What follows belongs to an exercise in optimizing a design on an open flow for a short achievable clock period and few clock cycles per item; a production flow would make more cautious choices. Only simulation tests tie the RTL to the original design; equivalence was not proved. Power is estimated from default activity; no workload was simulated.

### flow/design.v
module rv32_pipe_cpu(
    input clk,
    input rst_n,
    output [31:0] imem_addr,
    input  [31:0] imem_rdata,
    output [31:0] dmem_addr,
    output [31:0] dmem_wdata,
    output        dmem_we,
    input  [31:0] dmem_rdata,
    output        debug_wb_have_inst,
    output [31:0] debug_wb_pc,
    output        debug_wb_ena,
    output [4:0]  debug_wb_reg,
    output [31:0] debug_wb_value
);
    localparam OP_R    = 7'b0110011;
    localparam OP_I    = 7'b0010011;
    localparam OP_LW   = 7'b0000011;
    localparam OP_SW   = 7'b0100011;
    localparam OP_BR   = 7'b1100011;
    localparam OP_JAL  = 7'b1101111;
    localparam OP_JALR = 7'b1100111;
    localparam OP_LUI  = 7'b0110111;
    reg  [31:0] pc;
    reg  [31:0] fetch_addr;          
    reg  [11:2] pc_tag;              
    reg         id_valid;
    reg  [31:0] id_pc;
    reg  [31:0] id_inst;
    reg  [31:0] id_rs1_oh;           
    reg  [31:0] id_rs2_oh;           
    reg  [31:0] id_rs1_ohn;          
    reg  [31:0] id_rs2_ohn;          
    reg         id_pred;             
    reg         ex_valid;
    reg  [31:0] ex_pc;
    reg  [31:0] ex_pc4;
    reg  [4:0]  ex_rd;
    reg         ex_rf_we;
    reg         ex_is_load;
    reg         ex_is_store;
    reg         ex_is_branch;
    reg         ex_is_jal;
    reg         ex_is_addi;
    reg         ex_is_jalr;
    reg         ex_jal_far;          
    reg         ex_br_lt;            
    reg         ex_br_inv;           
    reg         ex_m_always;         
    reg         ex_m_true;           
    reg         ex_m_false;          
    reg         ex_jr_chk;           
    reg         ex_sub;
    reg         ex_sra;
    reg  [7:0]  ex_rsel;             
    reg  [31:0] ex_a;                
    reg  [31:0] ex_b;                
    reg  [31:0] ex_sd;               
    reg  [31:0] ex_target;           
    reg         ex_redir_t;          
    reg         ex_m_late;           
    reg  [31:0] ex_pnpc;             
    reg         mem_valid;
    reg  [31:0] mem_pc;
    reg  [4:0]  mem_rd;
    reg         mem_rf_we;
    reg         mem_is_load;
    reg         mem_is_store;
    reg  [31:0] mem_alu;
    reg  [31:0] mem_sd;
    reg         mem_btb_upd;         
    reg         mem_btb_ins;         
    reg         mem_is_branch;
    reg  [31:0] mem_npc;             
    reg  [31:0] mem_jr_tgt;          
    reg         mem_is_jalr;
    reg         mem_jr_redirect;     
    reg         mem_we;              
    reg  [31:0] mem_addr_q;          
    reg         wb_valid;
    reg  [31:0] wb_pc;
    reg  [4:0]  wb_rd;
    reg         wb_rf_we;
    reg  [31:0] wb_val;
    reg         dbg_have;
    reg         dbg_ena;
    reg  [4:0]  dbg_reg;
    reg  [31:0] dbg_val;
    reg  [31:0] rf [1:31];
    reg  [7:0]  btb_v;
    reg  [9:0]  btb_tag [0:7];
    reg  [9:0]  btb_tgt [0:7];
    reg  [1:0]  btb_ctr [0:7];
    reg  [2:0]  btb_ptr;             
    function [31:0] ks_add;
        input [31:0] a;
        input [31:0] b;
        input        cin;
        reg   [31:0] g, p, gn, pn;
        integer      i, d;
        begin
            g = a & b;
            p = a ^ b;
            g[0] = g[0] | (p[0] & cin);
            for (d = 1; d < 32; d = d * 2) begin
                gn = g;
                pn = p;
                for (i = d; i < 32; i = i + 1) begin
                    gn[i] = g[i] | (p[i] & g[i-d]);
                    pn[i] = p[i] & p[i-d];
                end
                g = gn;
                p = pn;
            end
            ks_add = (a ^ b) ^ {g[30:0], cin};
        end
    endfunction
    function [31:0] inc4;
        input [31:0] x;
        reg   [31:0] c, cn;
        integer      i, d;
        begin
            c = x;
            for (d = 1; d < 32; d = d * 2) begin
                cn = c;
                for (i = 2 + d; i < 32; i = i + 1)
                    cn[i] = c[i] & c[i-d];
                c = cn;
            end
            inc4 = {x[31:3] ^ c[30:2], ~x[2], x[1:0]};
        end
    endfunction
    function lt32;
        input [31:0] a;
        input [31:0] b;
        reg   [31:0] l, e;
        reg   [31:0] a2, b2;
        integer      i, w;
        begin
            a2 = {~a[31], a[30:0]};      
            b2 = {~b[31], b[30:0]};
            l = ~a2 & b2;
            e = ~(a2 ^ b2);
            for (w = 1; w < 32; w = w * 2) begin
                for (i = 0; i < 32; i = i + 2 * w) begin
                    l[i] = l[i + w] | (e[i + w] & l[i]);
                    e[i] = e[i + w] & e[i];
                end
            end
            lt32 = l[0];
        end
    endfunction
    reg         f_pred;
    reg  [9:0]  f_tgt;
    integer j;
    always @(*) begin
        f_pred = 1'b0;
        f_tgt  = 10'd0;
        for (j = 0; j < 8; j = j + 1) begin
            if (btb_v[j] && btb_tag[j] == pc_tag && btb_ctr[j][1]) begin
                f_pred = 1'b1;
                f_tgt  = f_tgt | btb_tgt[j];
            end
        end
    end
    wire [31:0] f_pc4     = inc4(pc);
    wire [31:0] f_npc     = f_pred ? {pc[31:12], f_tgt, 2'b00} : f_pc4;
    assign imem_addr = fetch_addr;
    wire [31:0] f_rs1_oh = 32'd1 << imem_rdata[19:15];
    wire [31:0] f_rs2_oh = 32'd1 << imem_rdata[24:20];
    wire [6:0]  d_op  = id_inst[6:0];
    wire [4:0]  d_rd  = id_inst[11:7];
    wire [2:0]  d_f3  = id_inst[14:12];
    wire [4:0]  d_rs1 = id_inst[19:15];
    wire [4:0]  d_rs2 = id_inst[24:20];
    wire d_r    = (d_op == OP_R);
    wire d_i    = (d_op == OP_I);
    wire d_lw   = (d_op == OP_LW);
    wire d_sw   = (d_op == OP_SW);
    wire d_br   = (d_op == OP_BR);
    wire d_jal  = (d_op == OP_JAL);
    wire d_jalr = (d_op == OP_JALR);
    wire d_lui  = (d_op == OP_LUI);
    wire d_use1 = d_r | d_i | d_lw | d_sw | d_br | d_jalr;
    wire d_use2 = d_r | d_sw | d_br;
    wire d_wr   = (d_r | d_i | d_lw | d_jal | d_jalr | d_lui) && (d_rd != 5'd0);
    wire [31:0] d_immI = {{20{id_inst[31]}}, id_inst[31:20]};
    wire [31:0] d_immS = {{20{id_inst[31]}}, id_inst[31:25], id_inst[11:7]};
    wire [31:0] d_immB = {{20{id_inst[31]}}, id_inst[7], id_inst[30:25], id_inst[11:8], 1'b0};
    wire [31:0] d_immJ = {{12{id_inst[31]}}, id_inst[19:12], id_inst[20], id_inst[30:21], 1'b0};
    wire [31:0] d_immU = {id_inst[31:12], 12'h000};
    wire [31:0] d_imm = d_sw  ? d_immS :
                        d_lui ? d_immU : d_immI;
    wire [31:0] d_pc4    = inc4(id_pc);
    wire [31:0] d_tgt_j  = ks_add(id_pc, d_immJ, 1'b0);
    wire [31:0] d_tgt_b  = ks_add(id_pc, d_immB, 1'b0);
    wire [31:0] d_target = d_jal ? d_tgt_j : d_tgt_b;
    wire        d_jal_far = d_jal && (d_immJ != 32'd4);
    reg  [31:0] d_rf1, d_rf2;
    integer k;
    always @(*) begin
        d_rf1 = 32'd0;
        d_rf2 = 32'd0;
        for (k = 1; k < 32; k = k + 1) begin
            d_rf1 = d_rf1 | ({{16{!id_rs1_ohn[k]}}, {16{id_rs1_oh[k]}}} & rf[k]);
            d_rf2 = d_rf2 | ({{16{!id_rs2_ohn[k]}}, {16{id_rs2_oh[k]}}} & rf[k]);
        end
    end
    wire d_e1 = ex_valid  && ex_rf_we  && (ex_rd  == d_rs1);
    wire d_e2 = ex_valid  && ex_rf_we  && (ex_rd  == d_rs2);
    wire d_m1 = mem_valid && mem_rf_we && (mem_rd == d_rs1);
    wire d_m2 = mem_valid && mem_rf_we && (mem_rd == d_rs2);
    wire d_w1 = wb_valid  && wb_rf_we  && (wb_rd  == d_rs1);
    wire d_w2 = wb_valid  && wb_rf_we  && (wb_rd  == d_rs2);
    wire d_stall = id_valid && ex_valid && ex_is_load &&
                   ((d_use1 && d_e1) || (d_use2 && d_e2));
    wire x_addi_zero = ((ex_a ^ ex_b) == {ex_a[30:0] | ex_b[30:0], 1'b0});
    wire d_fused     = d_br && (d_f3[2:1] == 2'b00) && (d_rs2 == 5'd0) &&
                       ex_valid && ex_is_addi && ex_rf_we && (ex_rd == d_rs1);
    wire d_fz_taken  = d_f3[0] ^ x_addi_zero;
    wire d_redir_seq = d_fused && !d_fz_taken;       
    wire d_redirect  = id_valid && !d_stall &&
                       (d_fused ? (d_fz_taken != id_pred)
                                : (!id_pred && (d_jal_far || (d_br && id_inst[31]))));
    wire d_alu  = d_r | d_i;
    wire d_add  = (d_alu && d_f3 == 3'b000) | d_lw | d_sw;
    wire d_sub  = d_r && d_f3 == 3'b000 && id_inst[30];
    wire [7:0] d_rsel = {
        d_jal | d_jalr,                       
        d_lui,                                
        d_alu && d_f3 == 3'b101,              
        d_alu && d_f3 == 3'b001,              
        d_alu && d_f3 == 3'b100,              
        d_alu && d_f3 == 3'b110,              
        d_alu && d_f3 == 3'b111,              
        d_add                                 
    };
    wire d_use_imm = d_i | d_lw | d_sw | d_jalr | d_lui;
    wire [31:0] d_timm  = d_jal ? d_immJ : d_immB;
    wire [31:0] d_cs_x  = id_pc ^ d_timm ^ pc;
    wire [31:0] d_cs_c  = (id_pc & d_timm) | ((id_pc | d_timm) & ~pc);
    wire        d_pc_is_tgt = (d_cs_x == {d_cs_c[30:0], 1'b0});
    wire d_p_seq = d_redirect ?  d_redir_seq : !id_pred;
    wire d_p_tgt = d_redirect ? !d_redir_seq : d_pc_is_tgt;
    wire [31:0] x_a = ex_a;
    wire [31:0] x_b = ex_b;
    wire [31:0] x_sum = ks_add(x_a, x_b, ex_sub);
    wire [31:0] x_sll = x_a << x_b[4:0];
    wire [31:0] x_sr  = $signed({ex_sra & x_a[31], x_a}) >>> x_b[4:0];
    wire [31:0] x_res = ({32{ex_rsel[0]}} & x_sum)
                      | ({32{ex_rsel[1]}} & (x_a & x_b))
                      | ({32{ex_rsel[2]}} & (x_a | x_b))
                      | ({32{ex_rsel[3]}} & (x_a ^ x_b))
                      | ({32{ex_rsel[4]}} & x_sll)
                      | ({32{ex_rsel[5]}} & x_sr)
                      | ({32{ex_rsel[6]}} & x_b)
                      | ({32{ex_rsel[7]}} & ex_pc4);
    wire x_eq = (x_a == x_b);
    wire x_lt = lt32(x_a, x_b);
    wire x_cond = (ex_br_lt ? x_lt : x_eq) ^ ex_br_inv;
    wire x_taken = (ex_is_branch && x_cond) || ex_is_jal;
    wire [31:0] x_cs_x = x_a ^ x_b ^ ex_pnpc;
    wire [31:0] x_cs_c = (x_a & x_b) | ((x_a | x_b) & ~ex_pnpc);
    wire x_jalr_ok = (x_cs_x == {x_cs_c[30:0], 1'b0});
    wire x_mispredict = ex_m_always || (x_cond ? ex_m_true : ex_m_false);
    wire x_jr_wrong   = (ex_jr_chk && !x_jalr_ok) || ex_m_late;
    wire [31:0] x_npc = x_taken ? ex_target : ex_pc4;
    assign dmem_addr  = mem_addr_q;
    assign dmem_wdata = mem_sd;
    assign dmem_we    = mem_we;
    wire [31:0] m_val = mem_is_load ? dmem_rdata : mem_alu;
    wire [31:0] d_v1 = d_e1 ? x_res : d_m1 ? m_val : d_w1 ? wb_val : d_rf1;
    wire [31:0] d_v2 = d_e2 ? x_res : d_m2 ? m_val : d_w2 ? wb_val : d_rf2;
    assign debug_wb_have_inst = dbg_have;
    assign debug_wb_pc        = wb_pc;
    assign debug_wb_ena       = dbg_ena;
    assign debug_wb_reg       = dbg_reg;
    assign debug_wb_value     = dbg_val;
    wire [31:0] pc_id = d_stall    ? pc :
                        d_redirect ? (d_redir_seq ? d_pc4 : d_target) : f_npc;
    wire [31:0] pc_n = mem_jr_redirect ? (mem_is_jalr ? mem_jr_tgt : mem_npc) :
                       x_mispredict    ? (ex_redir_t ? ex_target : ex_pc4) : pc_id;
    always @(posedge clk or negedge rst_n) begin
        if (!rst_n)  pc <= 32'hffff_fffc;
        else         pc <= pc_n;
    end
    always @(posedge clk) begin
        fetch_addr <= rst_n ? pc_n : 32'hffff_fffc;
        pc_tag     <= pc_n[11:2];
    end
    always @(posedge clk) begin
        id_rs1_oh  <= d_stall ?  (32'd1 << d_rs1) :  f_rs1_oh;
        id_rs2_oh  <= d_stall ?  (32'd1 << d_rs2) :  f_rs2_oh;
        id_rs1_ohn <= d_stall ? ~(32'd1 << d_rs1) : ~f_rs1_oh;
        id_rs2_ohn <= d_stall ? ~(32'd1 << d_rs2) : ~f_rs2_oh;
    end
    always @(posedge clk or negedge rst_n) begin
        if (!rst_n)                           id_valid <= 1'b0;
        else if (mem_jr_redirect || x_mispredict || x_jr_wrong || d_redirect)
                                              id_valid <= 1'b0;
        else if (!d_stall)                    id_valid <= 1'b1;
    end
    always @(posedge clk) begin
        if (!d_stall) begin
            id_pc      <= pc;
            id_inst    <= imem_rdata;
            id_pred    <= f_pred;
        end
    end
    always @(posedge clk or negedge rst_n) begin
        if (!rst_n)                          ex_valid <= 1'b0;
        else if (x_mispredict || x_jr_wrong || d_stall)
                                             ex_valid <= 1'b0;
        else                                 ex_valid <= id_valid;
    end
    wire d_to_ex = rst_n && id_valid && !(x_mispredict || x_jr_wrong || d_stall);
    always @(posedge clk) begin
        ex_m_always  <= d_to_ex && !d_br && !d_jalr && (d_jal ? !d_p_tgt : !d_p_seq);
        ex_m_true    <= d_to_ex && d_br && !d_p_tgt && d_p_seq;
        ex_m_false   <= d_to_ex && d_br && !d_p_seq && d_p_tgt;
        ex_m_late    <= d_to_ex && d_br && !d_p_seq && !d_p_tgt;
        ex_jr_chk    <= d_to_ex && d_jalr;
    end
    always @(posedge clk) begin
        ex_pc        <= id_pc;
        ex_pc4       <= d_pc4;
        ex_rd        <= d_rd;
        ex_rf_we     <= d_wr;
        ex_is_load   <= d_lw;
        ex_is_store  <= d_sw;
        ex_is_branch <= d_br;
        ex_is_jal    <= d_jal;
        ex_is_addi   <= d_i && (d_f3 == 3'b000);
        ex_is_jalr   <= d_jalr;
        ex_jal_far   <= d_jal_far;
        ex_br_lt     <= d_f3[2];
        ex_br_inv    <= d_f3[0];
        ex_sub       <= d_sub;
        ex_sra       <= id_inst[30];
        ex_rsel      <= d_rsel;
        ex_a         <= d_v1;
        ex_b         <= d_use_imm ? d_imm : d_sub ? ~d_v2 : d_v2;
        ex_sd        <= d_v2;
        ex_target    <= d_target;
        ex_redir_t   <= d_jal || (d_br && !(d_redirect ? !d_redir_seq : id_pred));
        ex_pnpc      <= pc;
    end
    always @(posedge clk or negedge rst_n) begin
        if (!rst_n) begin
            mem_valid       <= 1'b0;
            mem_jr_redirect <= 1'b0;
            mem_alu         <= 32'd0;
        end else begin
            mem_valid       <= ex_valid;
            mem_jr_redirect <= x_jr_wrong;
            mem_alu         <= x_res;
        end
    end
    always @(posedge clk) begin
        mem_we     <= rst_n && ex_valid && ex_is_store;
        mem_addr_q <= x_res;
    end
    always @(posedge clk) begin
        mem_pc        <= ex_pc;
        mem_rd        <= ex_rd;
        mem_rf_we     <= ex_rf_we;
        mem_is_load   <= ex_is_load;
        mem_is_store  <= ex_is_store;
        mem_sd        <= ex_sd;
        mem_btb_upd   <= ex_is_branch | ex_is_jal | ex_is_jalr;
        mem_btb_ins   <= (ex_is_branch && x_cond) || ex_jal_far || ex_is_jalr;
        mem_is_branch <= ex_is_branch;
        mem_npc       <= x_npc;
        mem_jr_tgt    <= x_sum;
        mem_is_jalr   <= ex_is_jalr;
    end
    always @(posedge clk or negedge rst_n) begin
        if (!rst_n) begin
            wb_valid <= 1'b0;
            wb_rd    <= 5'd0;
            wb_rf_we <= 1'b0;
            wb_val   <= 32'd0;
        end else begin
            wb_valid <= mem_valid;
            wb_rd    <= mem_rd;
            wb_rf_we <= mem_rf_we;
            wb_val   <= m_val;
        end
    end
    always @(posedge clk) begin
        wb_pc    <= mem_pc;
        dbg_have <= rst_n && mem_valid;
        dbg_ena  <= mem_rf_we;
        dbg_reg  <= mem_rd;
        dbg_val  <= m_val;
    end
    genvar gi;
    generate
        for (gi = 1; gi < 32; gi = gi + 1) begin : g_rf
            always @(posedge clk or negedge rst_n) begin
                if (!rst_n)
                    rf[gi] <= 32'd0;
                else if (wb_valid && wb_rf_we && (wb_rd == gi))
                    rf[gi] <= wb_val;
            end
        end
    endgenerate
    reg        m_hit;
    reg  [2:0] m_hidx;
    integer    q;
    always @(*) begin
        m_hit  = 1'b0;
        m_hidx = 3'd0;
        for (q = 0; q < 8; q = q + 1) begin
            if (btb_v[q] && btb_tag[q] == mem_pc[11:2]) begin
                m_hit  = 1'b1;
                m_hidx = q;
            end
        end
    end
    wire m_btb_ins = mem_valid && mem_btb_upd && mem_btb_ins;
    wire m_btb_dec = mem_valid && mem_btb_upd && !mem_btb_ins && mem_is_branch && m_hit;
    wire [2:0] m_widx = m_hit ? m_hidx : btb_ptr;
    always @(posedge clk or negedge rst_n) begin
        if (!rst_n)                      btb_ptr <= 3'd0;
        else if (m_btb_ins && !m_hit)    btb_ptr <= btb_ptr + 3'd1;
    end
    generate
        for (gi = 0; gi < 8; gi = gi + 1) begin : g_btb
            always @(posedge clk or negedge rst_n) begin
                if (!rst_n)
                    btb_v[gi] <= 1'b0;
                else if (m_btb_ins && m_widx == gi)
                    btb_v[gi] <= 1'b1;
            end
            always @(posedge clk) begin
                if (m_btb_ins && m_widx == gi) begin
                    btb_tag[gi] <= mem_pc[11:2];
                    btb_tgt[gi] <= mem_is_jalr ? mem_jr_tgt[11:2] : mem_npc[11:2];
                    btb_ctr[gi] <= (m_hit && btb_ctr[gi] != 2'b11) ? btb_ctr[gi] + 2'd1 : 2'b11;
                end else if (m_btb_dec && m_widx == gi) begin
                    btb_ctr[gi] <= (btb_ctr[gi] == 2'b00) ? 2'b00 : btb_ctr[gi] - 2'd1;
                end
            end
        end
    endgenerate
endmodule
### flow/flow/run.sh
#!/bin/bash
# The standard layout (standard.sh) with the settings in env.sh:
# environment variables, and make variables in MAKE_ARGS.
set -euo pipefail
MAKE_ARGS=()
source flow/env.sh
bash standard.sh "${MAKE_ARGS[@]}" finish > standard.log 2>&1
### flow/flow/env.sh
export SETUP_SLACK_MARGIN=7
# Port buffers: a strong buffer instead of the smallest one.
export BUFFER_PORTS_ARGS="-buffer_cell sky130_fd_sc_hd__buf_8"
# Leave adders to ABC (no fixed full/half-adder cells in the carry paths).
export ADDER_MAP_FILE=
# Make variables: the platform's don't-use cells plus slow cells ABC tends to
# chain (high-stack OR/NOR and complex AOI/OAI, majority, adder, 3-input XOR).
MAKE_ARGS=("DONT_USE_CELLS= sky130_fd_sc_hd__probe_p_8 sky130_fd_sc_hd__probec_p_8 sky130_fd_sc_hd__lpflow_bleeder_1 sky130_fd_sc_hd__lpflow_clkbufkapwr_1 sky130_fd_sc_hd__lpflow_clkbufkapwr_16 sky130_fd_sc_hd__lpflow_clkbufkapwr_2 sky130_fd_sc_hd__lpflow_clkbufkapwr_4 sky130_fd_sc_hd__lpflow_clkbufkapwr_8 sky130_fd_sc_hd__lpflow_clkinvkapwr_1 sky130_fd_sc_hd__lpflow_clkinvkapwr_16 sky130_fd_sc_hd__lpflow_clkinvkapwr_2 sky130_fd_sc_hd__lpflow_clkinvkapwr_4 sky130_fd_sc_hd__lpflow_clkinvkapwr_8 sky130_fd_sc_hd__lpflow_decapkapwr_12 sky130_fd_sc_hd__lpflow_decapkapwr_3 sky130_fd_sc_hd__lpflow_decapkapwr_4 sky130_fd_sc_hd__lpflow_decapkapwr_6 sky130_fd_sc_hd__lpflow_decapkapwr_8 sky130_fd_sc_hd__lpflow_inputiso0n_1 sky130_fd_sc_hd__lpflow_inputiso0p_1 sky130_fd_sc_hd__lpflow_inputiso1n_1 sky130_fd_sc_hd__lpflow_inputiso1p_1 sky130_fd_sc_hd__lpflow_inputisolatch_1 sky130_fd_sc_hd__lpflow_isobufsrc_1 sky130_fd_sc_hd__lpflow_isobufsrc_16 sky130_fd_sc_hd__lpflow_isobufsrc_2 sky130_fd_sc_hd__lpflow_isobufsrc_4 sky130_fd_sc_hd__lpflow_isobufsrc_8 sky130_fd_sc_hd__lpflow_isobufsrckapwr_16 sky130_fd_sc_hd__lpflow_lsbuf_lh_hl_isowell_tap_1 sky130_fd_sc_hd__lpflow_lsbuf_lh_hl_isowell_tap_2 sky130_fd_sc_hd__lpflow_lsbuf_lh_hl_isowell_tap_4 sky130_fd_sc_hd__lpflow_lsbuf_lh_isowell_4 sky130_fd_sc_hd__lpflow_lsbuf_lh_isowell_tap_1 sky130_fd_sc_hd__lpflow_lsbuf_lh_isowell_tap_2 sky130_fd_sc_hd__lpflow_lsbuf_lh_isowell_tap_4  sky130_fd_sc_hd__or3_* sky130_fd_sc_hd__or3b_* sky130_fd_sc_hd__or4_* sky130_fd_sc_hd__or4b_* sky130_fd_sc_hd__or4bb_* sky130_fd_sc_hd__nor3_* sky130_fd_sc_hd__nor3b_* sky130_fd_sc_hd__nor4_* sky130_fd_sc_hd__nor4b_* sky130_fd_sc_hd__nor4bb_* sky130_fd_sc_hd__o41a_* sky130_fd_sc_hd__o41ai_* sky130_fd_sc_hd__o311a_* sky130_fd_sc_hd__o311ai_* sky130_fd_sc_hd__a2111o_* sky130_fd_sc_hd__a2111oi_* sky130_fd_sc_hd__o32a_* sky130_fd_sc_hd__o32ai_* sky130_fd_sc_hd__maj3_* sky130_fd_sc_hd__fa_* sky130_fd_sc_hd__ha_* sky130_fd_sc_hd__xnor3_* sky130_fd_sc_hd__xor3_* sky130_fd_sc_hd__mux4_* sky130_fd_sc_hd__a211o_* sky130_fd_sc_hd__a211oi_* sky130_fd_sc_hd__o211a_* sky130_fd_sc_hd__o211ai_* sky130_fd_sc_hd__a311o_* sky130_fd_sc_hd__a311oi_* sky130_fd_sc_hd__o31a_* sky130_fd_sc_hd__o31ai_* sky130_fd_sc_hd__a31o_* sky130_fd_sc_hd__a31oi_* sky130_fd_sc_hd__a41o_* sky130_fd_sc_hd__a41oi_* sky130_fd_sc_hd__a32o_* sky130_fd_sc_hd__a32oi_* sky130_fd_sc_hd__o2111a_* sky130_fd_sc_hd__o2111ai_* sky130_fd_sc_hd__a222oi_*")
### flow/standard.sh
#!/bin/bash
# synth_recipe.tcl (not shown) runs the flow's synth.tcl, then flattens the netlist and writes it again
# the make line also repeats each setting of config.mk as NAME=value (left out here)
make -C /OpenROAD-flow-scripts/flow DESIGN_CONFIG=/design/flow/config.mk WORK_HOME=/design/flow/orfs CLKGATE_MAP_FILE= SYNTH_SCRIPT=/design/flow/synth_recipe.tcl "${@:-finish}"
### flow/config.mk
export PLATFORM = sky130hd
export DESIGN_NAME = rv32_pipe_cpu
export DESIGN_NICKNAME = rv32_pipe_cpu
export VERILOG_FILES = /design/flow/design.v
export SDC_FILE = /design/flow/constraint.sdc
export NUM_CORES = 8
export LEC_CHECK = 0
export ABC_CLOCK_PERIOD_IN_PS = 2500
export CAP_MARGIN = 30
export CORE_MARGIN = 2
export CORE_UTILIZATION = 55
export CTS_CLUSTER_DIAMETER = 80
export CTS_CLUSTER_SIZE = 20
export GPL_TIMING_DRIVEN = 1
export SLEW_MARGIN = 30
### flow/constraint.sdc
create_clock -name core_clock -period 10.0 [get_ports {clk}]
set_input_delay 2.0000 -clock core_clock [delete_from_list [all_inputs] [get_ports {clk}]]
set_output_delay 2.0000 -clock core_clock [all_outputs]
set_load 0.01 [all_outputs]
==> metrics.cfg, run 1 <==
[power]
combPwrFrac=0.234
sequentialPowerShare=0.487
powerDensity_nw_per_um2=170
p_total_w=0.0205
leakagePower_nw=51.7
swShare=0.329
p_sw_w=0.00672
ir_drop_v=0.000181
internal_power_w=0.0137
clockPowerShare=0.279

[floorplanning]
initial_core_util=0.552
core-area_um2=178000
rows=155
die_y_um=427
die_area_um2=182000
ios=234
die_w_um=427

[synthesis]
synthArstFlopShare=0.552
synth_nets=9273
synth-seq-cells=2012
synth_edf_count=241
synth_top_area_share=0.275
ys_seq_area_frac=0.492
synth_cell_types=74
synth_warnings=5
synth_area_leaders=dfrtp_1 28%, dfxtp_1 13%, mux2_2 13%, edfxtp_1 7.4%, a22oi_1 3.5%
syn_area_um2=98200
syn_avg_cell_area_um2=10.7
yosys.area.top_type=dfrtp_1
synthFlopType=dfrtp_1
syn_inst=9207

[clocking]
clk_latency_ns=0.85
cts_hold_buf=0
clock-root-buffer=clkbuf_16
cts_made_buffers=130
htreeDepth=4
path_clk_slew_ns=0.09
cts.sinks=2012
cts_buffer_depth=3
tritoncts=yes

[drt]
first_pass_iters=21
wire_per_inst_um=39.7
viasPerCell=7.41
post-route-drc-count=0
vias=89800
final_antenna_net_count=0
drtIter0Drc=16000
drt_wl_total_mm=481

[sta]
fin_worst_skew_ns=0.0445
fin_setup_tns_ns=0
final_max_slew_viol_count=0
post-route-period-util=0.350
rsz0062_at_grt=yes
finalSetupViolations=0
maxSlewHeadroom=0.177
tightest_slew_ns=1.23
finalCriticalPeriod_ns=3.50
clock.fmax_mhz=285
final_hold_viol_count=0

[global_route]
grt.overflow.total=0
antenna_found_initial=38
grt_max_degree=183
grt_pass1_wl_mm=651
grt_pass1_vias=83000
grt_usage=0.511

[critical_path]
critical_path_required_ns=10.50
critPathMaxFanout=18
setup.worst_path.end_class=flop
crit_type=reg2reg
r2r-start=ex_a[17]$_DFF_P_
rr_worst_depth=13
crit_end=ex_b[23]$_DFF_P_
reg2reg_to=ex_b[23]$_DFF_P_
rrSetupSlack_ns=6.50
start_kind=flop
critical_path.startpoint=ex_a[17]$_DFF_P_
critPathArrivalTime_ns=4.01

[cells_and_area]
reg_top3=rf x992, btb_tag x80, btb_tgt x80
fin_cells=12100
nets=9718
regMostFlops=rf
drive_gt1_frac=0.370
largest_register_ffs=992
nFillCells=13200
area_growth_pct=22.6

[place]
dp.final_hpwl_mm=290
dp_cells=11300
io_buffer_count=233
gp_congestion=1.06

[flow_run]
maxCapViolCount=0

[outcome]
outcome=no timing/DRC/antenna violations

[min_path]
min-delay-path-class=reg2reg

==> cells by family (layout without fill, tap and decap cells) <==
kind of cell | count (synthesis) | count (layout) | share of synthesized area
compound gates | 2145 | 2146 | 0.156
xor+xnor | 506 | 506 | 0.0454
buf+inv | 1063 | 1593 | 0.0434
flops | 2012 | 2012 | 0.492
mux | 1383 | 1383 | 0.155
other cells | 0 | 23 | 0
simple gates | 2098 | 2104 | 0.108
==> worst min path at each step <==
stage | start | end | slack, ns | cells after the start
floorplan | ex_pc[10]$_DFF_P_ | mem_pc[10]$_DFF_P_ | 0.31 | 0
global placement | mem_pc[1]$_DFF_P_ | wb_pc[1]$_DFF_P_ | 0.31 | 0
detailed placement | ex_pc[22]$_DFF_P_ | mem_pc[22]$_DFF_P_ | 0.31 | 0
CTS | mem_pc[23]$_DFF_P_ | wb_pc[23]$_DFF_P_ | 0.32 | 0
global route | ex_pc[22]$_DFF_P_ | mem_pc[22]$_DFF_P_ | 0.33 | 0
finish | ex_sd[7]$_DFF_P_ | mem_sd[7]$_DFF_P_ | 0.32 | 0
==> through the flow <==
step	instance area (um2)	hold slack, ns	setup WS [ns]	utilization
final	120000	0.324	6.50	0.677
after global routing	120000	0.331	6.44	0.677
after CTS	116000	0.319	6.62	0.651
after detailed placement	104000	0.312	5.06	0.583
after global placement	104000	0.310	5.26	0.582
after floorplan	98300	0.310	6.80	-
==> Yosys cell counts (231+ instances only) <==
library cell and count:
a221oi_1 333, nor2_1 559, nand4_1 262, a22oi_1 461
dfxtp_1 661, inv_1 296, dfrtp_1 1080, mux2i_1 261
clkbuf_1 535, a22o_1 276, o21ai_0 355, a21oi_1 347
nand3_1 231, nand2_1 522, edfxtp_1 241, xnor2_1 394
mux2_2 1122
==> power groups by stage <==
stage               Sequential [W]  Combinational (W)  Clock (W)
global route               0.00996            0.00495    0.00598
global placement            0.0101            0.00346          0
detailed placement          0.0101            0.00350          0
floorplan                  0.00942            0.00235          0
CTS                        0.00990            0.00422    0.00567
finish                     0.00996            0.00479    0.00571
==> layout make-up <==
cell class	count	area (um2)	area share
multi-input cells	6139	51200	0.425
flip-flops and latches	2012	48900	0.406
repair buffers	1069	12100	0.101
clock buffers	188	3710	0.0308
well taps	2355	2950	0.0245
inverters	297	1180	0.00979
clock inverters	36	335	0.00278
diodes	23	57.6	0.000478
repair inverters	3	22.5	0.000187
==> routing by layer <==
| metal | vias to the layer above | track usage | wire, um |
|---|---|---|---|
| met2 | 8424 | 0.706 | 192000 |
| met1 | 43700 | 0.620 | 163000 |
| met4 | 36 | 0.430 | 55200 |
| li1 | 34800 | - | - |
| met3 | 2922 | 0.204 | 70400 |
| met5 | - | 0.00661 | 512 |
==> critical path, cell delays in order, from the launching register on <==
cell and delay, ns:
dfxtp_1 0.35, buf_6 0.26, and2_2 0.28, a21oi_1 0.09
o221ai_1 0.22, nor2_1 0.10, a21oi_2 0.21, and2_2 0.25
a21oi_4 0.10, xnor2_4 0.18, a221oi_2 0.32, buf_6 0.20
nand3b_1 0.12, nand4_1 0.44
==> cells in the final DEF, fill, tap and decap left out, types with 66 or more instances in the layout <==
master / count
inv_1: 274
nor2b_1: 66
dfxtp_4: 72
nand3_1: 186
a22oi_1: 455
buf_6: 116
a221oi_1: 297
nand4_1: 262
nand2_1: 450
and2_1: 72
buf_8: 245
mux2i_1: 146
xnor2_1: 334
nor2_1: 488
a22o_1: 276
clkbuf_16: 141
a21oi_1: 272
dfrtp_1: 1050
o21ai_1: 73
mux2i_2: 67
dfxtp_2: 216
dfxtp_1: 373
mux2_2: 1062
o22ai_1: 79
o21ai_0: 206
buf_4: 595
xor2_1: 76
edfxtp_1: 241
==> repair_timing <==
| action | CTS | global route |
|---|---|---|
| pin swaps | 163 | 249 |
| hold endpoints to repair | 0 | 0 |
| resized for setup | 1168 | 602 |
| buffers inserted | 337 | 226 |
| cloned | 40 | 5 |
| setup endpoints to repair | 1294 | 644 |
Testbench counts, summed over its fixed seeds: cycles 28,776, instrs 26,430.
==> inputs of run 2 (changes only) <==
--- a/flow/design.v
+++ b/flow/design.v
@@ -219,9 +219,13 @@
                        ex_valid && ex_is_addi && ex_rf_we && (ex_rd == d_rs1);
     wire d_fz_taken  = d_f3[0] ^ x_addi_zero;
     wire d_redir_seq = d_fused && !d_fz_taken;       
-    wire d_redirect  = id_valid && !d_stall &&
+    wire d_br_redirect = id_valid && !d_stall &&
                        (d_fused ? (d_fz_taken != id_pred)
                                 : (!id_pred && (d_jal_far || (d_br && id_inst[31]))));
+    wire        d_jr_fuse = d_jalr && ex_valid && ex_is_jal && ex_rf_we && (ex_rd == d_rs1);
+    wire [31:0] d_jr_tgt  = ks_add(ex_pc4, d_immI, 1'b0);
+    wire        d_jr_redirect = id_valid && d_jr_fuse && !id_pred;
+    wire        d_redirect    = d_br_redirect || d_jr_redirect;
     wire d_alu  = d_r | d_i;
     wire d_add  = (d_alu && d_f3 == 3'b000) | d_lw | d_sw;
     wire d_sub  = d_r && d_f3 == 3'b000 && id_inst[30];
@@ -276,8 +280,9 @@
     assign debug_wb_ena       = dbg_ena;
     assign debug_wb_reg       = dbg_reg;
     assign debug_wb_value     = dbg_val;
-    wire [31:0] pc_id = d_stall    ? pc :
-                        d_redirect ? (d_redir_seq ? d_pc4 : d_target) : f_npc;
+    wire [31:0] pc_id = d_stall       ? pc :
+                        d_jr_redirect ? d_jr_tgt :
+                        d_br_redirect ? (d_redir_seq ? d_pc4 : d_target) : f_npc;
     wire [31:0] pc_n = mem_jr_redirect ? (mem_is_jalr ? mem_jr_tgt : mem_npc) :
                        x_mispredict    ? (ex_redir_t ? ex_target : ex_pc4) : pc_id;
     always @(posedge clk or negedge rst_n) begin
@@ -343,7 +348,7 @@
         ex_sd        <= d_v2;
         ex_target    <= d_target;
         ex_redir_t   <= d_jal || (d_br && !(d_redirect ? !d_redir_seq : id_pred));
-        ex_pnpc      <= pc;
+        ex_pnpc      <= d_jr_redirect ? d_jr_tgt : pc;
     end
     always @(posedge clk or negedge rst_n) begin
         if (!rst_n) begin
==> run 2 against run 1 <==
  * Wire length grew 4.9%
  * Global-route usage is 0.71 points higher
  * Register-to-register slack worse by 0.13 ns
  * Clock skew rose by 0.034 ns
  * Critical path depth decreased by 2
  * Sequential share of layout area is 0.86 points lower
  * Maximum frequency fell by 3.6%
  * Worst setup slack worse by 0.13 ns
  * Largest cell class unchanged
  * Largest power group unchanged
  * Highest routed layer unchanged
==> metrics.cfg, run 2 <==
[sta]
clock.fmax_mhz=275  ; -3.6%
final_max_slew_viol_count=0  ; unchanged
rsz0062_at_grt=yes
post-route-period-util=0.364  ; +0.0131
maxSlewHeadroom=0.212  ; +0.0355
fin_setup_tns_ns=0  ; unchanged
tightest_slew_ns=1.18  ; -0.0532 ns
final_hold_viol_count=0  ; unchanged
fin_worst_skew_ns=0.0785  ; +0.0340 ns
finalSetupViolations=0  ; unchanged
fin_ws_ns=6.36  ; -0.131 ns
finalCriticalPeriod_ns=3.64  ; +0.131 ns

[synthesis]
synth_nets=9675  ; +4.3%
synth_area_leaders=dfrtp_1 27%, dfxtp_1 13%, mux2_2 13%, edfxtp_1 7.2%, xnor2_1 3.6%
synth.most_common_cell=mux2_2
syn_avg_cell_area_um2=10.5  ; -1.7%
synth-seq-cells=2012  ; unchanged
synth_edf_count=241  ; unchanged
synth_cell_types=74  ; unchanged
ys_seq_area_frac=0.480  ; -0.0122
synthFlopType=dfrtp_1
syn_inst=9609  ; +4.4%
yosys.area.top_type=dfrtp_1
synthArstFlopShare=0.552  ; unchanged
synthTopCellsByCount=1121 x mux2_2, 1080 x dfrtp_1, 661 x dfxtp_1, 639 x nand2_1, 572 x clkbuf_1
synth_warnings=5  ; unchanged
synth_top_area_share=0.268  ; -0.00683
syn_area_um2=101000  ; +2.5%

[clocking]
cts_hold_buf=0  ; unchanged
cts_buffer_depth=3  ; unchanged
clk_latency_ns=0.90  ; +0.05 ns
cts_made_buffers=137  ; +5.4%
tritoncts=yes
cts.sinks=2012  ; unchanged
path_clk_slew_ns=0.09  ; about the same
htreeDepth=4  ; unchanged
clock-root-buffer=clkbuf_16

[power]
powerDensity_nw_per_um2=178  ; +4.9%
p_total_w=0.0219  ; +7.2%
sequentialPowerShare=0.466  ; -0.021
ir_drop_v=0.000208  ; +15%
internal_power_w=0.0144  ; +4.7%
swShare=0.345  ; +0.0158
leakagePower_nw=53.4  ; +3.3%
p_sw_w=0.00755  ; +12%
clockPowerShare=0.276  ; -0.003
combPwrFrac=0.258  ; +0.024

[floorplanning]
ios=234  ; unchanged
rows=157  ; +1.3%
initial_core_util=0.552  ; about the same
die_area_um2=186000  ; +2.5%
core-area_um2=182000  ; +2.6%
die_w_um=432  ; +1.3%
die_y_um=432  ; +1.3%

[critical_path]
crit_type=reg2reg
setup.worst_path.end_class=flop
critPathMaxFanout=8  ; -10
critical_path_required_ns=10.68  ; +0.18 ns
start_kind=flop
critPathArrivalTime_ns=4.31  ; +0.30 ns

[global_route]
grt_pass1_vias=86400  ; +4.2%
antenna_found_initial=46  ; +21%
grt_pass1_wl_mm=677  ; +4.1%
grt_usage=0.518  ; +0.00707
grt_max_degree=166  ; -9.3%
grt.overflow.total=0  ; unchanged

[outcome]
outcome=no timing/DRC/antenna violations

[drt]
vias=93800  ; +4.4%
post-route-drc-count=0  ; unchanged
viasPerCell=7.49  ; +1.0%
drtIter0Drc=17300  ; +7.7%
drt_wl_total_mm=505  ; +4.9%
first_pass_iters=9  ; -57%
wire_per_inst_um=40.3  ; +1.4%
final_antenna_net_count=0  ; unchanged

[place]
dp_cells=11700  ; +3.6%
pre_cts_ws_ns=5.05  ; -0.00491 ns
gp_congestion=1.07  ; +1.2%
placed_cell_area_um2=106000  ; +2.5%
dp.final_hpwl_mm=309  ; +6.4%
io_buffer_count=233  ; unchanged

[cells_and_area]
layout_common_cells=1054 x dfrtp_1, 1053 x mux2_2, 578 x buf_4
reg_top3=rf x992, btb_tag x80, btb_tgt x80
area_growth_pct=22.2
final_area_um2=123000  ; +2.2%
final_common_cell=dfrtp_1
fin_cells=12500  ; +3.4%
drive_gt1_frac=0.350  ; -0.0200
regMostFlops=rf
nets=10100  ; +3.7%
largest_register_ffs=992  ; unchanged

[flow_run]
maxCapViolCount=0  ; unchanged

[min_path]
min-delay-path-class=reg2reg

[run 2: stage by stage]
step	hold slack, ns	util
2_1_floorplan	0.310	-
6_report	0.324	0.674
4_1_cts	0.318	0.652
3_5_place_dp	0.312	0.582
3_3_place_gp	0.312	0.582
5_1_grt	0.310	0.674
[run 2: cell type report]
type / count / area (um2)
fillers: 13800 / 59400
clock buffers: 198 / 3930
inverters: 266 / 1070
well taps: 2385 / 2980
diodes: 30 / 75.1
repair buffers: 1064 / 12200
flip-flops and latches: 2012 / 48900
multi-input cells: 6528 / 53400
clock inverters: 43 / 499
repair inverters: 4 / 35.0
[run 2: worst paths after layout]
check,start,to,slack (ns),cells past startpoint
min,ex_sd[30]$_DFF_P_,mem_sd[30]$_DFF_P_,0.32,0
min in group asynchronous,rst_n,wb_val[30]$_DFF_PN0_,1.03,1
max reg2reg,id_inst[11]$_DFFE_PN_,fetch_addr[18]$_SDFF_PN1_,6.36,11
min reg2reg,ex_sd[30]$_DFF_P_,mem_sd[30]$_DFF_P_,0.32,0
max,id_inst[11]$_DFFE_PN_,fetch_addr[18]$_SDFF_PN1_,6.36,11
max in group asynchronous,rst_n,wb_val[3]$_DFF_PN0_,7.16,3
[run 2: what timing repair did]
action                     in CTS  in global routing
pin swaps                     207                217
setup endpoints to repair    1186               1209
hold endpoints to repair        0                  0
setup buffers                 384                150
resized for setup            1155                568
cloned                         38                 14
[run 2: critical path, stage by stage (launching register included)]
cell and delay, ns:
edfxtp_1 0.66, inv_1 0.28, o221ai_1 0.23, nand4_1 0.19, a22o_2 0.33, nand3_1 0.10, o21ai_0 0.16, nand4b_1 0.45
mux2i_1 0.34, mux2_4 0.36, o221ai_4 0.20, nand3_1 0.13
[run 2: power by group through the flow]
stage          clock network (W)  registers, W  logic [W]
2_1_floorplan                  0       0.00952    0.00303
3_3_place_gp                   0        0.0104    0.00431
3_5_place_dp                   0        0.0104    0.00436
4_1_cts                  0.00601        0.0101    0.00511
5_1_grt                  0.00631        0.0102    0.00588
6_report                 0.00605        0.0102    0.00566
[run 2: kinds of logic after synthesis]
logic type             Yosys count  synth area share
multiplexers                  1397             0.153
buffers and inverters         1078            0.0419
flip-flops                    2012             0.480
AND/OR/NAND/NOR               2281             0.115
AO/OA/AOI/OAI                 2287             0.162
XOR/XNOR                       554            0.0491
[run 2: routing by layer]
metal | track usage | vias to the layer above | wire [um]
li1 | - | 36200 | -
met4 | 0.430 | 54 | 55300
met2 | 0.715 | 8743 | 202000
met5 | 0.0159 | - | 664
met1 | 0.626 | 45900 | 171000
met3 | 0.215 | 2926 | 75700
Testbench counts of run 2, summed over its fixed seeds: cycles 28,528, instrs 26,430.
==> inputs of run 3 (changes only) <==
--- a/flow/design.v
+++ b/flow/design.v
@@ -57,7 +57,6 @@
     reg  [31:0] ex_b;                
     reg  [31:0] ex_sd;               
     reg  [31:0] ex_target;           
-    reg         ex_redir_t;          
     reg         ex_m_late;           
     reg  [31:0] ex_pnpc;             
     reg         mem_valid;
@@ -71,7 +70,9 @@
     reg         mem_btb_upd;         
     reg         mem_btb_ins;         
     reg         mem_is_branch;
-    reg  [31:0] mem_npc;             
+    reg  [31:0] mem_target;          
+    reg  [31:0] mem_pc4;
+    reg         mem_taken;
     reg  [31:0] mem_jr_tgt;          
     reg         mem_is_jalr;
     reg         mem_jr_redirect;     
@@ -268,7 +269,6 @@
     wire x_jalr_ok = (x_cs_x == {x_cs_c[30:0], 1'b0});
     wire x_mispredict = ex_m_always || (x_cond ? ex_m_true : ex_m_false);
     wire x_jr_wrong   = (ex_jr_chk && !x_jalr_ok) || ex_m_late;
-    wire [31:0] x_npc = x_taken ? ex_target : ex_pc4;
     assign dmem_addr  = mem_addr_q;
     assign dmem_wdata = mem_sd;
     assign dmem_we    = mem_we;
@@ -283,8 +283,8 @@
     wire [31:0] pc_id = d_stall       ? pc :
                         d_jr_redirect ? d_jr_tgt :
                         d_br_redirect ? (d_redir_seq ? d_pc4 : d_target) : f_npc;
-    wire [31:0] pc_n = mem_jr_redirect ? (mem_is_jalr ? mem_jr_tgt : mem_npc) :
-                       x_mispredict    ? (ex_redir_t ? ex_target : ex_pc4) : pc_id;
+    wire [31:0] pc_n = mem_jr_redirect ? (mem_is_jalr ? mem_jr_tgt :
+                                          mem_taken   ? mem_target : mem_pc4) : pc_id;
     always @(posedge clk or negedge rst_n) begin
         if (!rst_n)  pc <= 32'hffff_fffc;
         else         pc <= pc_n;
@@ -347,7 +347,6 @@
         ex_b         <= d_use_imm ? d_imm : d_sub ? ~d_v2 : d_v2;
         ex_sd        <= d_v2;
         ex_target    <= d_target;
-        ex_redir_t   <= d_jal || (d_br && !(d_redirect ? !d_redir_seq : id_pred));
         ex_pnpc      <= d_jr_redirect ? d_jr_tgt : pc;
     end
     always @(posedge clk or negedge rst_n) begin
@@ -357,7 +356,7 @@
             mem_alu         <= 32'd0;
         end else begin
             mem_valid       <= ex_valid;
-            mem_jr_redirect <= x_jr_wrong;
+            mem_jr_redirect <= x_jr_wrong || x_mispredict;
             mem_alu         <= x_res;
         end
     end
@@ -375,7 +374,9 @@
         mem_btb_upd   <= ex_is_branch | ex_is_jal | ex_is_jalr;
         mem_btb_ins   <= (ex_is_branch && x_cond) || ex_jal_far || ex_is_jalr;
         mem_is_branch <= ex_is_branch;
-        mem_npc       <= x_npc;
+        mem_target    <= ex_target;
+        mem_pc4       <= ex_pc4;
+        mem_taken     <= x_taken;
         mem_jr_tgt    <= x_sum;
         mem_is_jalr   <= ex_is_jalr;
     end
@@ -441,7 +442,7 @@
             always @(posedge clk) begin
                 if (m_btb_ins && m_widx == gi) begin
                     btb_tag[gi] <= mem_pc[11:2];
-                    btb_tgt[gi] <= mem_is_jalr ? mem_jr_tgt[11:2] : mem_npc[11:2];
+                    btb_tgt[gi] <= mem_is_jalr ? mem_jr_tgt[11:2] : mem_target[11:2];
                     btb_ctr[gi] <= (m_hit && btb_ctr[gi] != 2'b11) ? btb_ctr[gi] + 2'd1 : 2'b11;
                 end else if (m_btb_dec && m_widx == gi) begin
                     btb_ctr[gi] <= (btb_ctr[gi] == 2'b00) ? 2'b00 : btb_ctr[gi] - 2'd1;
==> run 3 against run 2 <==
  * Still clean
  * Critical path depth shrank 10
  * Maximum frequency grew 6.4%
  * Global-route usage grew 0.42 points
  * Clock-buffer cell count shrank 13
  * Core utilization grew 1.3 points
  * Largest power group unchanged
==> metrics.cfg, run 3 <==
[critical_path]
critical_path_depth=1  ; -10
crit_chain=buf_8
r2r-start=id_inst[21]$_DFFE_PN_
worst_path_max_delay_cell=dfxtp_4
start_kind=flop
critPathArrivalTime_ns=1.42  ; -2.89 ns
worst-path-buf-inv=1  ; unchanged
critPathMaxFanout=1  ; -7
crit_type=reg2out
setup.worst_path.end_class=primary output
rr_worst_depth=13  ; +2
rrSetupSlack_ns=6.59  ; +0.23 ns
path_delay_family=flip-flops
reg2reg_to=ex_b[25]$_DFF_P_
critical_path_required_ns=8.00  ; -2.68 ns
slowest_delay_ns=0.43  ; -0.23 ns

[power]
powerDensity_nw_per_um2=174  ; -2.1%
leakagePower_nw=53.9  ; +1.0%
ir_drop_v=0.000181  ; -13%
p_total_w=0.0219  ; -0.16%

[synthesis]
yosys.area.top_type=dfrtp_1
synth_area_leaders=dfrtp_1 27%, dfxtp_1 14%, mux2_2 12%, edfxtp_1 7.2%, xnor2_1 3.9%
synthFlopType=dfrtp_1
syn_inst=9614  ; +0.052%
syn_area_um2=101000  ; about the same
synth_cell_types=66  ; -11%
syn_avg_cell_area_um2=10.5  ; about the same
synth-seq-cells=2041  ; +1.4%
ys_seq_area_frac=0.485  ; +0.00581
synth_warnings=5  ; unchanged
synth_nets=9680  ; +0.052%
synth.most_common_cell=mux2_2
synthTopCellsByCount=1101 x mux2_2, 1080 x dfrtp_1, 690 x dfxtp_1, 634 x nand2_1, 623 x clkbuf_1
synth_top_area_share=0.268  ; about the same
synth_edf_count=241  ; unchanged
synthArstFlopShare=0.544  ; -0.00784

[global_route]
grt_pass1_wl_mm=683  ; +0.81%
grt_pass1_vias=87100  ; +0.79%
grt.overflow.total=0  ; unchanged
grt_max_degree=167  ; +0.60%
antenna_found_initial=45  ; -2.2%
grt_usage=0.522  ; +0.00424

[sta]
maxSlewHeadroom=0.175  ; -0.0378
finalCriticalPeriod_ns=3.42  ; -0.220 ns
finalSetupViolations=0  ; unchanged
clock.fmax_mhz=293  ; +6.4%
post-route-period-util=0.342  ; -0.0220
final_max_slew_viol_count=0  ; unchanged
tightest_slew_ns=1.23  ; +0.0437 ns
rsz0062_at_grt=yes
fin_setup_tns_ns=0  ; unchanged
final_hold_viol_count=0  ; unchanged
fin_worst_skew_ns=0.0674  ; -0.0112 ns
fin_ws_ns=6.58  ; +0.220 ns

[place]
pre_cts_ws_ns=4.77  ; -0.284 ns
gp_congestion=1.07  ; -0.10%
dp.final_hpwl_mm=306  ; -0.86%
io_buffer_count=233  ; unchanged
dp_cells=11700  ; +0.0086%

[drt]
first_pass_iters=10  ; +1
post-route-drc-count=0  ; unchanged
vias=94400  ; +0.61%
drt_wl_total_mm=509  ; +0.89%
drtIter0Drc=17600  ; +1.7%
viasPerCell=7.45  ; -0.46%
wire_per_inst_um=40.2  ; -0.17%
final_antenna_net_count=0  ; unchanged

[cells_and_area]
regMostFlops=rf
nets=10200  ; +1.5%
area_growth_pct=24.6
drive_gt1_frac=0.373  ; +0.0235
layout_common_cells=1055 x dfrtp_1, 1054 x mux2_2, 679 x buf_4
fin_cells=12700  ; +1.1%
reg_top3=rf x992, btb_tag x80, btb_tgt x80
largest_register_ffs=992  ; unchanged
final_common_cell=dfrtp_1

[clocking]
tritoncts=yes
clock-root-buffer=clkbuf_16
clk_latency_ns=0.89  ; about the same
cts.sinks=2041  ; +1.4%
cts_made_buffers=131  ; -4.4%
cts_hold_buf=0  ; unchanged
path_clk_slew_ns=0.09  ; about the same
cts_buffer_depth=3  ; unchanged
htreeDepth=4  ; unchanged

[floorplanning]
initial_core_util=0.552  ; about the same
die_area_um2=186000  ; about the same
core-area_um2=182000  ; unchanged
die_w_um=432  ; about the same
ios=234  ; unchanged
rows=157  ; unchanged
die_y_um=432  ; about the same

[outcome]
outcome=no timing/DRC/antenna violations

[min_path]
min-delay-path-class=reg2reg
min_to=mem_pc[24]$_DFF_P_
holdCritStartpoint=ex_pc[24]$_DFF_P_
min_path_cells=0  ; unchanged

[flow_run]
maxCapViolCount=0  ; unchanged

[run 3: cell types whose count changed after synthesis, moves of 26 or more]
cell and change:
buf_2 -58, xnor2_1 +38, dfxtp_1 +29, a221oi_1 +29, mux2i_1 -37, clkbuf_1 +51, o21ai_1 +33, nor2_1 +37
a22oi_1 -26
[run 3: per-stage QoR]
stage	area [um2]	hold WS, ns	util
final	125000	0.316	0.687
after global routing	125000	0.329	0.687
after CTS	120000	0.323	0.657
after detailed placement	106000	0.312	0.583
after global placement	106000	0.310	0.583
after floorplan	101000	0.310	-
[run 3: cell type report]
type	count	area, um2
diodes	27	67.6
clock buffers	185	3590
clock inverters	38	432
fillers	13500	57000
inverters	277	1200
multi-input cells	6498	54000
flip-flops and latches	2041	49500
well taps	2385	2980
repair buffers	1208	13600
repair inverters	5	41.3
[run 3: cell families after synthesis]
kind of cell,after synthesis,share of synthesized area
mux,1345,0.147
flops,2041,0.485
simple gates,2294,0.114
xor+xnor,577,0.0504
compound gates,2274,0.162
buf+inv,1083,0.0409
[run 3: how the worst max path moves through the flow]
stage,to,startpoint,slack [ns]
floorplan,ex_b[31]$_DFF_P_,dmem_rdata[31],6.80
global placement,fetch_addr[7]$_SDFF_PN1_,id_inst[20]$_DFFE_PN_,4.96
detailed placement,fetch_addr[7]$_SDFF_PN1_,id_inst[20]$_DFFE_PN_,4.77
CTS,imem_addr[17],fetch_addr[17]$_SDFF_PN1_,6.59
global route,fetch_addr[30]$_SDFF_PN1_,id_inst[12]$_DFFE_PN_,6.57
finish,imem_addr[15],fetch_addr[15]$_SDFF_PN1_,6.58
[run 3: repair_timing]
| action | 4_1_cts | 5_1_grt |
|---|---|---|
| setup buffers | 437 | 252 |
| gates cloned | 42 | 8 |
| pin swaps | 234 | 310 |
| endpoints found under the setup margin | 1149 | 865 |
| gates resized for setup | 1276 | 716 |
[run 3: power breakdown]
| part | total (W) | leakage (nW) | switching (W) | internal (W) |
|---|---|---|---|---|
| clock | 0.00573 | 1.93 | 0.00311 | 0.00262 |
| combinational | 0.00579 | 28.6 | 0.00323 | 0.00256 |
| sequential | 0.0104 | 23.4 | 0.00113 | 0.00923 |
| total | 0.0219 | 53.9 | 0.00747 | 0.0144 |
[run 3: layer usage]
layer	routed length (um)	share of wire	GRT usage	up-vias
li1	-	-	-	36400
met4	58000	0.11	0.447	56
met3	78000	0.15	0.232	3148
met1	171000	0.33	0.618	45900
met2	202000	0.40	0.718	8892
met5	876	0.0017	0.0141	-
Testbench counts of run 3, summed over its fixed seeds: cycles 28,768, instrs 26,430.
==> inputs of run 4 (changes only) <==
--- a/flow/design.v
+++ b/flow/design.v
@@ -220,9 +220,13 @@
                        ex_valid && ex_is_addi && ex_rf_we && (ex_rd == d_rs1);
     wire d_fz_taken  = d_f3[0] ^ x_addi_zero;
     wire d_redir_seq = d_fused && !d_fz_taken;       
+    wire d_same      = (d_rs1 == d_rs2);
+    wire d_fwd_take  = (d_f3 == 3'b000) ?  d_same :
+                       (d_f3 == 3'b001) ? !d_same :
+                       (d_f3 == 3'b101) ?  d_same : 1'b0;
     wire d_br_redirect = id_valid && !d_stall &&
                        (d_fused ? (d_fz_taken != id_pred)
-                                : (!id_pred && (d_jal_far || (d_br && id_inst[31]))));
+                                : (!id_pred && (d_jal_far || (d_br && (id_inst[31] || d_fwd_take)))));
     wire        d_jr_fuse = d_jalr && ex_valid && ex_is_jal && ex_rf_we && (ex_rd == d_rs1);
     wire [31:0] d_jr_tgt  = ks_add(ex_pc4, d_immI, 1'b0);
     wire        d_jr_redirect = id_valid && d_jr_fuse && !id_pred;
==> run 4 against run 3 <==
  * Core utilization decreased by 0.32 points
  * Register-to-register slack better by 0.06 ns
  * Via count down 1.2%
  * Sequential share of layout area grew 0.54 points
  * Clock power grew 3%
  * Final cell count shrank 1.5%
  * Clock-buffer cell count up 9
  * Sequential power about the same
  * Global-route usage down 0.23 points
  * First-iteration DRC count is 0.82% higher
  * Worst hold slack worse by 0.0051 ns
==> metrics.cfg, run 4 <==
[outcome]
outcome=no timing/DRC/antenna violations

[drt]
drt_wl_total_mm=505  ; -0.83%
final_antenna_net_count=0  ; unchanged
viasPerCell=7.48  ; +0.32%
post-route-drc-count=0  ; unchanged
wire_per_inst_um=40.5  ; +0.73%
vias=93200  ; -1.2%
drtIter0Drc=17700  ; +0.82%
first_pass_iters=11  ; +1

[sta]
finalSetupViolations=0  ; unchanged
maxSlewHeadroom=0.199  ; +0.0240
finalCriticalPeriod_ns=3.45  ; +0.0353 ns
post-route-period-util=0.345  ; +0.00353
final_max_slew_viol_count=0  ; unchanged
fin_setup_tns_ns=0  ; unchanged
clock.fmax_mhz=290  ; -1.0%
tightest_slew_ns=1.20  ; -0.0231 ns
final_hold_viol_count=0  ; unchanged
fin_worst_skew_ns=0.0435  ; -0.0238 ns
rsz0062_at_grt=yes

[cells_and_area]
regMostFlops=rf
reg_top3=rf x992, btb_tag x80, btb_tgt x80
layout_common_cells=1060 x dfrtp_1, 1052 x mux2_2, 639 x buf_4
largest_register_ffs=992  ; unchanged
drive_gt1_frac=0.363  ; -0.0105
nets=10000  ; -1.9%
final_common_cell=dfrtp_1
fin_cells=12500  ; -1.5%
area_growth_pct=23.6
nFillCells=13700  ; +1.4%

[critical_path]
slowest_delay_ns=0.43  ; about the same
crit_type=reg2out
crit_chain=buf_8
worst-path-buf-inv=1  ; unchanged
critPathMaxFanout=1  ; unchanged
start_kind=flop
worst_path_max_delay_cell=dfxtp_4
path_delay_family=flip-flops
setup.worst_path.end_class=primary output
r2r-start=ex_b[1]$_DFF_P_
critical_path_required_ns=8.00  ; about the same
critPathArrivalTime_ns=1.45  ; +0.03 ns
critical_path.startpoint=fetch_addr[12]$_SDFF_PN1_

[global_route]
grt_pass1_vias=86100  ; -1.2%
busiest_layer=met2
grt_usage=0.520  ; -0.00225
grt_max_degree=83  ; -50%
use_met1=0.625  ; +0.00722
use_met3=0.220  ; -0.0119
grt_pass1_wl_mm=677  ; -0.90%
grt.overflow.total=0  ; unchanged
antenna_found_initial=43  ; -4.4%
use_met2=0.715  ; -0.00284

[min_path]
holdCritStartpoint=ex_sd[27]$_DFF_P_
min-delay-path-class=reg2reg

[floorplanning]
core-area_um2=181000  ; -0.96%
die_w_um=430  ; -0.31%
die_area_um2=185000  ; -0.62%
rows=156  ; -0.64%
ios=234  ; unchanged
initial_core_util=0.554  ; +0.00185
die_y_um=430  ; -0.31%

[synthesis]
syn_area_um2=100000  ; -0.63%
synthTopCellsByCount=1091 x mux2_2, 1080 x dfrtp_1, 690 x dfxtp_1, 608 x nand2_1, 589 x nor2_1
synth_warnings=5  ; unchanged
syn_inst=9498  ; -1.2%
synth.most_common_cell=mux2_2
synthArstFlopShare=0.544  ; unchanged
synthFlopType=dfrtp_1
synth_top_area_share=0.270  ; +0.00169
yosys.area.top_type=dfrtp_1
syn_avg_cell_area_um2=10.5  ; +0.59%
synth-seq-cells=2041  ; unchanged
synth_area_leaders=dfrtp_1 27%, dfxtp_1 14%, mux2_2 12%, edfxtp_1 7.2%, xnor2_1 3.8%
ys_seq_area_frac=0.488  ; +0.00306
synth_edf_count=241  ; unchanged
synth_cell_types=66  ; unchanged
synth_nets=9564  ; -1.2%

[power]
powerDensity_nw_per_um2=179  ; +2.5%
p_total_w=0.0221  ; +1.1%
leakagePower_nw=53.2  ; -1.3%
ir_drop_v=0.000193  ; +6.5%

[clocking]
clk_latency_ns=0.91  ; +0.02 ns
tritoncts=yes
cts.sinks=2041  ; unchanged
path_clk_slew_ns=0.09  ; about the same
cts_made_buffers=133  ; +1.5%
clock-root-buffer=clkbuf_16
htreeDepth=4  ; unchanged
cts_buffer_depth=3  ; unchanged

[place]
dp.final_hpwl_mm=304  ; -0.72%
gp_congestion=1.07  ; +0.54%
dp_cells=11500  ; -1.1%
io_buffer_count=233  ; unchanged

[flow_run]
maxCapViolCount=0  ; unchanged

==> run 4: logic make-up (layout without fill, tap and decap cells) <==
| group | after synthesis | after routing | share of synthesized area |
|---|---|---|---|
| and+or+nand+nor | 2233 | 2244 | 0.112 |
| muxes | 1339 | 1339 | 0.148 |
| buffers and inverters | 1067 | 1629 | 0.0413 |
| other | 0 | 27 | 0 |
| DFF | 2041 | 2041 | 0.488 |
| AOI/OAI and AO/OA | 2249 | 2249 | 0.160 |
| xor gates and xnor gates | 569 | 569 | 0.0505 |
==> run 4: where the power goes <==
| group | leakage (nW) | switching (W) | internal, W |
|---|---|---|---|
| sequential | 23.4 | 0.00120 | 0.00927 |
| clock | 2.03 | 0.00318 | 0.00271 |
| combinational | 27.8 | 0.00327 | 0.00249 |
| total | 53.2 | 0.00764 | 0.0145 |
==> run 4: repair_timing <==
item	in CTS	in global routing
setup endpoints to repair	1239	636
resized for setup	1171	658
hold buffers	0	0
setup buffers	352	243
gates cloned	43	14
pin swaps	206	275
==> run 4: area by class of cell <==
| cell class | instances | area [um2] | area share |
|---|---|---|---|
| multi-input combinational | 6401 | 53000 | 0.429 |
| sequential | 2041 | 49500 | 0.400 |
| timing repair buffer | 1122 | 12800 | 0.104 |
| clock buffer | 194 | 3700 | 0.0299 |
| tap | 2370 | 2970 | 0.0240 |
| inverter | 270 | 1090 | 0.00878 |
| clock inverter | 42 | 495 | 0.00401 |
| antenna | 27 | 67.6 | 0.000546 |
| timing repair inverter | 1 | 8.76 | 0.0000708 |
==> run 4: per-stage QoR <==
stage	hold WS [ns]	worst slack (ns)	utilization	instance area [um2]
after floorplan	0.310	6.81	-	100000
after global placement	0.310	4.53	0.584	105000
after detailed placement	0.312	5.09	0.584	106000
after CTS	0.314	6.56	0.654	118000
after global routing	0.315	6.55	0.684	124000
final	0.311	6.55	0.684	124000
==> run 4: path summary, 6_finish.rpt <==
kind / end / slack, ns / cells past startpoint
max: imem_addr[12] / 6.55 / 1
min: mem_sd[27]$_DFF_P_ / 0.31 / 0
max reg2reg: ex_b[12]$_DFF_P_ / 6.65 / 16
min reg2reg: mem_sd[27]$_DFF_P_ / 0.31 / 0
max in group asynchronous: rf[19][9]$_DFFE_PN0P_ / 7.36 / 4
min in group asynchronous: rf[26][31]$_DFFE_PN0P_ / 1.01 / 1
==> run 4: metal layers <==
| metal | wire [um] | up-vias |
|---|---|---|
| li1 | - | 35900 |
| met4 | 57300 | 44 |
| met5 | 423 | - |
| met1 | 170000 | 45400 |
| met2 | 200000 | 8849 |
| met3 | 76600 | 3111 |
Testbench counts of run 4, summed over its fixed seeds: cycles 28,562, instrs 26,430.

port drivers added, routing unchanged:
No port has a modelled driver above. Below, the same layouts with a new extraction and two added sets of constraints. Step 1, drivers: a clkbuf_16 drives clk and a buf_2 each remaining input, both assumed. Step 2 also shifts input and output timing later by t, the mid clock arrival at the registers, as if the neighbouring blocks saw the same clock. a / b / c = ideal ports / drivers / drivers and shift; a / b = the first two.
run | t, ns | setup WS [ns] | hold WS [ns] | worst setup path after step 2 | worst data-port slew with drivers (ns)
run 1 | 0.917 | 6.496 / 6.496 / 6.099 | 0.324 / 0.324 / 0.324 | input to register | 0.20
run 2 | 0.952 | 6.364 / 6.364 / 5.941 | 0.324 / 0.324 / 0.324 | input to register | 0.24
run 3 | 0.942 | 6.584 / 6.495 / 5.925 | 0.316 / 0.316 / 0.316 | input to register | 0.22
run 4 | 0.974 | 6.549 / 6.460 / 5.852 | 0.311 / 0.311 / 0.311 | input to register | 0.23
After both steps setup and hold are still met in every run listed. For run 4, which loses most, drivers alone change the setup slack by -0.089 ns; drivers and shift together by -0.697 ns.
